From an optimization exercise on the open Yosys and OpenROAD flow, aimed at small area; shortcuts taken in it are not production practice.
In this exercise RTL edits were held to simulation tests only and were not proved equivalent to the original.
Power figures rest on the tool's default switching activity, not on a simulated workload.

== JK ==
==> flow/design.v <==
module mtm_Alu_deserializer (
  input  wire        clk,
  input  wire        rst_n,
  input  wire        sin,
  output reg  [31:0] A,
  output reg  [2:0]  op,
  output wire        shift_b,
  output wire        alu_en,
  output wire [2:0]  step,
  output wire        req,
  output reg  [2:0]  code
);
reg [3:0] q;
reg [3:0] k;
reg [3:0] crc;
reg       msb;     
wire ctlpkt  = k[3] & ~k[0];                  
wire derr    = k[3] & k[0] & ~k[1];           
wire idle    = k[3] & k[1];                   
wire inpkt   = ~k[3] | ctlpkt;                
wire stop    = ctlpkt & q[3] & q[2] & ~(q[1] & q[0]);
wire payload = inpkt & ~q[3];
assign shift_b = payload && (k[3:2] == 2'b01);
assign alu_en  = ctlpkt & ~(q[3] ^ q[2]);
assign step    = q[2:0];
wire d  = (ctlpkt && q[2:0] == 3'd7) ? 1'b1 : sin;
wire fb = crc[3] ^ d;
wire crc_ok = (crc == 4'd0);
assign req = derr || (stop && !(crc_ok && msb && op == 3'b000));
always @(*) begin
  code[2] = derr | (crc_ok & msb & op[2]);
  code[1] = ~derr & (~crc_ok | (msb & ~op[2]));
  code[0] = ~derr & crc_ok & ~msb & op[1];
end
wire [3:0] qd = q - 4'd1;
always @(posedge clk) begin
  if (!rst_n) begin
    k <= 4'd15;
    q <= 4'd9;
  end
  else if (derr || stop) begin
    if (q == {stop, stop, 2'b00}) begin
      k <= 4'd15;
      q <= 4'd9;
    end
    else
      q <= qd;
  end
  else if (q == 4'd9) begin
    if (!sin) begin
      q <= qd;
      k <= k + 4'd1;
      if (idle) crc <= 4'd0;
    end
  end
  else if (q == 4'd8) begin
    if (sin != ctlpkt) begin
      k <= 4'd9;
      q <= 4'd9;
    end
    else
      q <= qd;
  end
  else if (q == 4'd15) begin
    if (!sin) begin
      k <= 4'd9;
      q <= 4'd0;
    end
    else if (ctlpkt)
      q <= qd;
    else
      q <= 4'd9;
  end
  else begin
    q <= qd;
    crc <= {crc[2], crc[1], crc[0] ^ fb, fb};
    if (k[3:2] == 2'b00)
      A <= {A[30:0], sin};
    if (ctlpkt) begin
      if (q[2:0] == 3'd7) msb <= sin;
      if (q[2:0] == 3'd6 || q[2:0] == 3'd5 || q[2:0] == 3'd4) op <= {op[1:0], sin};
      if (q[2:0] == 3'd3 && msb &&
          !((op == 3'b010 && crc == 4'b0101) ||
            (op == 3'b100 && crc == 4'b1001)))
        op <= 3'b000;
    end
  end
end
endmodule
module mtm_Alu_core(
  input  wire        clk,
  input  wire        sin,
  input  wire [31:0] A,
  input  wire [2:0]  op,
  input  wire        shift_b,
  input  wire        alu_en,
  input  wire [2:0]  step,
  input  wire        shift_c,
  output reg  [31:0] B,
  output reg         cr,
  output reg         of,
  output reg         zr,
  output reg         neg
);
wire       arith = op[2];
wire       inv   = op[2] & op[0];
reg  [3:0] a;
always @(*) begin
  case (step)
    3'd3:    a = A[3:0];
    3'd2:    a = A[7:4];
    3'd1:    a = A[11:8];
    3'd0:    a = A[15:12];
    3'd7:    a = A[19:16];
    3'd6:    a = A[23:20];
    3'd5:    a = A[27:24];
    default: a = A[31:28];
  endcase
end
wire [3:0] b     = B[3:0];
wire       first = (step == 3'd3);
wire       last  = (step == 3'd4);
wire       cin   = first ? inv : cr;
wire [4:0] c;
wire [3:0] s;
wire [3:0] r;
assign c[0] = cin;
genvar i;
generate
  for (i = 0; i < 4; i = i + 1) begin : g_bit
    wire bx = b[i] ^ inv;
    assign s[i]   = a[i] ^ bx ^ c[i];
    assign c[i+1] = (a[i] & bx) | (a[i] & c[i]) | (bx & c[i]);
    assign r[i]   = arith ? s[i] : (op[0] ? (a[i] | b[i]) : (a[i] & b[i]));
  end
endgenerate
always @(posedge clk) begin
  if (alu_en) begin
    B  <= {r, B[31:4]};
    cr <= last ? (arith & (c[4] ^ inv)) : c[4];
    if (last) begin
      of  <= arith && (a[3] == b[3]) && (s[3] != a[3]);
      neg <= arith && (inv ? ~c[4] : s[3]);
      zr  <= arith;
    end
  end
  else begin
    if (shift_b || shift_c)
      B <= {B[30:0], sin};
    if (shift_c && B[31])
      zr <= 1'b0;
  end
end
endmodule
module mtm_Alu_serializer(
  input  wire       clk,
  input  wire       rst_n,
  input  wire       req,
  input  wire [2:0] code,
  input  wire       cbit,
  input  wire       cr,
  input  wire       of,
  input  wire       zr,
  input  wire       neg,
  output wire       shift_c,
  output reg        sout
);
reg [3:0] sq;
reg [2:0] sk;
reg [2:0] crc;
reg       se;      
wire idle  = (sk[2:1] == 2'b11);
wire dbit  = !sq[3];
assign shift_c = !sk[2] && dbit;
reg [7:0] ctl;
always @(*) begin
  if (!sk[0])
    ctl = {1'b0, cr, of, zr, neg, crc[2], crc[2], crc[2]};
  else
    ctl = {1'b1, crc, crc, 1'b1};
end
wire bitv = sk[2] ? ctl[sq[2:0]] : cbit;
wire fb   = crc[2] ^ bitv;
always @(posedge clk) begin
  if (!rst_n) begin
    sk   <= 3'd7;
    se   <= 1'b1;
    sout <= 1'b1;
  end
  else begin
    sout <= se;
    if (idle) begin
      se <= 1'b1;
      if (req) begin
        sq  <= 4'd9;
        sk  <= (code == 3'd0) ? 3'd0 : 3'd5;
        crc <= code;
      end
    end
    else begin
      sq <= sq - 4'd1;
      if (sq == 4'd9)
        se <= 1'b0;
      else if (sq == 4'd8)
        se <= sk[2];
      else if (sq == 4'd15) begin
        se <= 1'b1;
        sq <= 4'd9;
        if (sk[2])
          sk <= 3'd7;
        else
          sk <= sk + 3'd1;
      end
      else begin
        se <= bitv;
        if ((sk != 3'd0 || sq != 4'd7) && !(sk == 3'd5))
          crc <= {crc[1], crc[0] ^ fb, fb};
      end
    end
  end
end
endmodule
module mtm_Alu (
    input  wire clk,    
    input  wire rst_n,  
    input  wire sin,    
    output wire sout    
);
wire [31:0] A;
wire [31:0] B;
wire [2:0]  op;
wire        shift_b;
wire        alu_en;
wire [2:0]  step;
wire        req;
wire [2:0]  code;
wire        shift_c;
wire        cr, of, zr, neg;
mtm_Alu_deserializer u_mtm_Alu_deserializer(
  .clk    (clk),
  .rst_n  (rst_n),
  .sin    (sin),
  .A      (A),
  .op     (op),
  .shift_b(shift_b),
  .alu_en (alu_en),
  .step   (step),
  .req    (req),
  .code   (code)
);
mtm_Alu_core u_mtm_Alu_core(
  .clk    (clk),
  .sin    (sin),
  .A      (A),
  .op     (op),
  .shift_b(shift_b),
  .alu_en (alu_en),
  .step   (step),
  .shift_c(shift_c),
  .B      (B),
  .cr     (cr),
  .of     (of),
  .zr     (zr),
  .neg    (neg)
);
mtm_Alu_serializer u_mtm_Alu_serializer(
  .clk    (clk),
  .rst_n  (rst_n),
  .req    (req),
  .code   (code),
  .cbit   (B[31]),
  .cr     (cr),
  .of     (of),
  .zr     (zr),
  .neg    (neg),
  .shift_c(shift_c),
  .sout   (sout)
);
endmodule
Settings: LEC_CHECK=0, CAP_MARGIN=20, CORE_MARGIN=2, CORE_UTILIZATION=40, CTS_BUF_LIST=sky130_fd_sc_hd__clkbuf_8, PLACE_DENSITY=0.6, SLEW_MARGIN=20; clock period 10.0 ns.
standard.sh (not shown) runs the stock make flow with config.mk's settings and CLKGATE_MAP_FILE= SYNTH_SCRIPT=/design/flow/synth_recipe.tcl, a recipe that flattens the netlist after the stock synthesis.
==> flow/flow/run.sh <==
#!/bin/bash
set -e
export CTS_ARGS="-sink_clustering_enable -repair_clock_nets -dont_use_dummy_load -buf_list sky130_fd_sc_hd__clkbuf_8"
cat standard.sh > standard_sh_copy.log
bash standard.sh > standard.log 2>&1
JK did not stop at any stage, and its layout met the timing, design-rule and antenna checks.
Inputs modified between JK and MS:
Settings: CAP_MARGIN: 20 -> 0; PLACE_DENSITY: 0.6 -> 0.75; CORE_UTILIZATION: 40 -> 60; SLEW_MARGIN: 20 -> 0.
==> flow/run.sh (new file) <==
#!/bin/bash
# synth_recipe.tcl (not shown) runs the flow's synth.tcl, then flattens the netlist and writes it again
# the make line also repeats each setting of config.mk as NAME=value (left out here)
make -C /OpenROAD-flow-scripts/flow DESIGN_CONFIG=/design/flow/config.mk WORK_HOME=/design/flow/orfs CLKGATE_MAP_FILE= SYNTH_SCRIPT=/design/flow/synth_recipe.tcl finish
removed: flow/flow/run.sh
removed: flow/standard.sh
First-pass GRT wire length for MS: 990 um down relative to JK
MS: met3 capacity usage during global routing is 0.40 points higher than what JK reported.
MS | status: complete | timing, DRC, antenna: pass
MS: slew of the pin with the lowest slew margin is 0.30 ns lower than what JK reported.
Compared with JK, in MS sequential share of layout area now sits at about the same level, fmax now sits higher, first-iteration DRC count now sits lower.
Status: design area parity (MS, JK)
Of MS and JK, it is MS that has the higher core utilization.
Relative to MS, the following input files were edited for AL:
Settings: CAP_MARGIN changed from 0 to 20; SLEW_MARGIN changed from 0 to 20; CORE_UTILIZATION changed from 60 to 40; PLACE_DENSITY changed from 0.75 to 0.6.
==> flow/flow/run.sh (new file) <==
#!/bin/bash
# The standard layout flow (standard.sh) with two changes: clock tree
# synthesis adds no dummy loads for balancing, and the port buffers are
# the smallest buffer cell. The flow's output goes to standard.log.
set -e
export CTS_ARGS="-sink_clustering_enable -repair_clock_nets -dont_use_dummy_load -buf_list sky130_fd_sc_hd__clkbuf_8"
export BUFFER_PORTS_ARGS="-buffer_cell sky130_fd_sc_hd__buf_1"
bash standard.sh > standard.log 2>&1
==> flow/standard.sh (new file) <==
#!/bin/bash
# synth_recipe.tcl (not shown) runs the flow's synth.tcl, then flattens the netlist and writes it again
# the make line also repeats each setting of config.mk as NAME=value (left out here)
make -C /OpenROAD-flow-scripts/flow DESIGN_CONFIG=/design/flow/config.mk WORK_HOME=/design/flow/orfs CLKGATE_MAP_FILE= SYNTH_SCRIPT=/design/flow/synth_recipe.tcl "${@:-finish}"
removed: flow/run.sh
Results
Delta (AL minus MS): global-route usage lost 6.9 points; combinational cell fraction of total power picked up an extra 1.0 points. MS has higher clock network area share than AL.
The following lists how TR was set up differently from AL:
==> flow/run.sh (new file) <==
#!/bin/bash
# synth_recipe.tcl (not shown) runs the flow's synth.tcl, then flattens the netlist and writes it again
# the make line also repeats each setting of config.mk as NAME=value (left out here)
make -C /OpenROAD-flow-scripts/flow DESIGN_CONFIG=/design/flow/config.mk WORK_HOME=/design/flow/orfs CLKGATE_MAP_FILE= SYNTH_SCRIPT=/design/flow/synth_recipe.tcl finish
removed: flow/flow/run.sh
removed: flow/standard.sh
## What came out
- TR finished end to end and its layout was clean on timing, DRC and antenna.
- AL → TR: worst reg-to-reg setup slack fell by 0.04 ns, power density normalized to cell area increased by about 2.7% relative to the old numbers, final design instance area without fill increased by 1.4% relative to the old numbers, total power up 4.1%.
- Going from AL to TR, number of flip-flops and latches level, leakage power figure picked up an extra about 1.2%.
- Overall track demand over capacity in global routing, AL and TR, lower one = AL.
- Power share of the combinational group (lower): TR

==> re-timing with driven ports <==
How much do the figures lean on ideal ports? The routed layouts below were timed once more, with nothing changed but the port constraints. Step 1 sets driving cells, clkbuf_16 on the clock port and buf_2 on the other inputs (assumed; they add their load-dependent delay and slew). Step 2, shift: input delay + t, output delay - t, t = (earliest + latest rising clock arrival at the registers) / 2. This alone moves slack from input paths to output paths. a / b / c = no drivers / after step 1 / after step 2; a / b = the first two.
run | t, ns | setup WS [ns] | pins driven straight from the clock port
JK | 0.398 | 6.031 / 6.031 / 6.031 | 1
MS | 0.391 | 6.063 / 6.063 / 6.063 | 1
AL | 0.397 | 6.089 / 6.089 / 6.089 | 1
TR | 0.403 | 6.052 / 6.052 / 6.052 | 1
After both steps setup and hold are still met in every run listed.
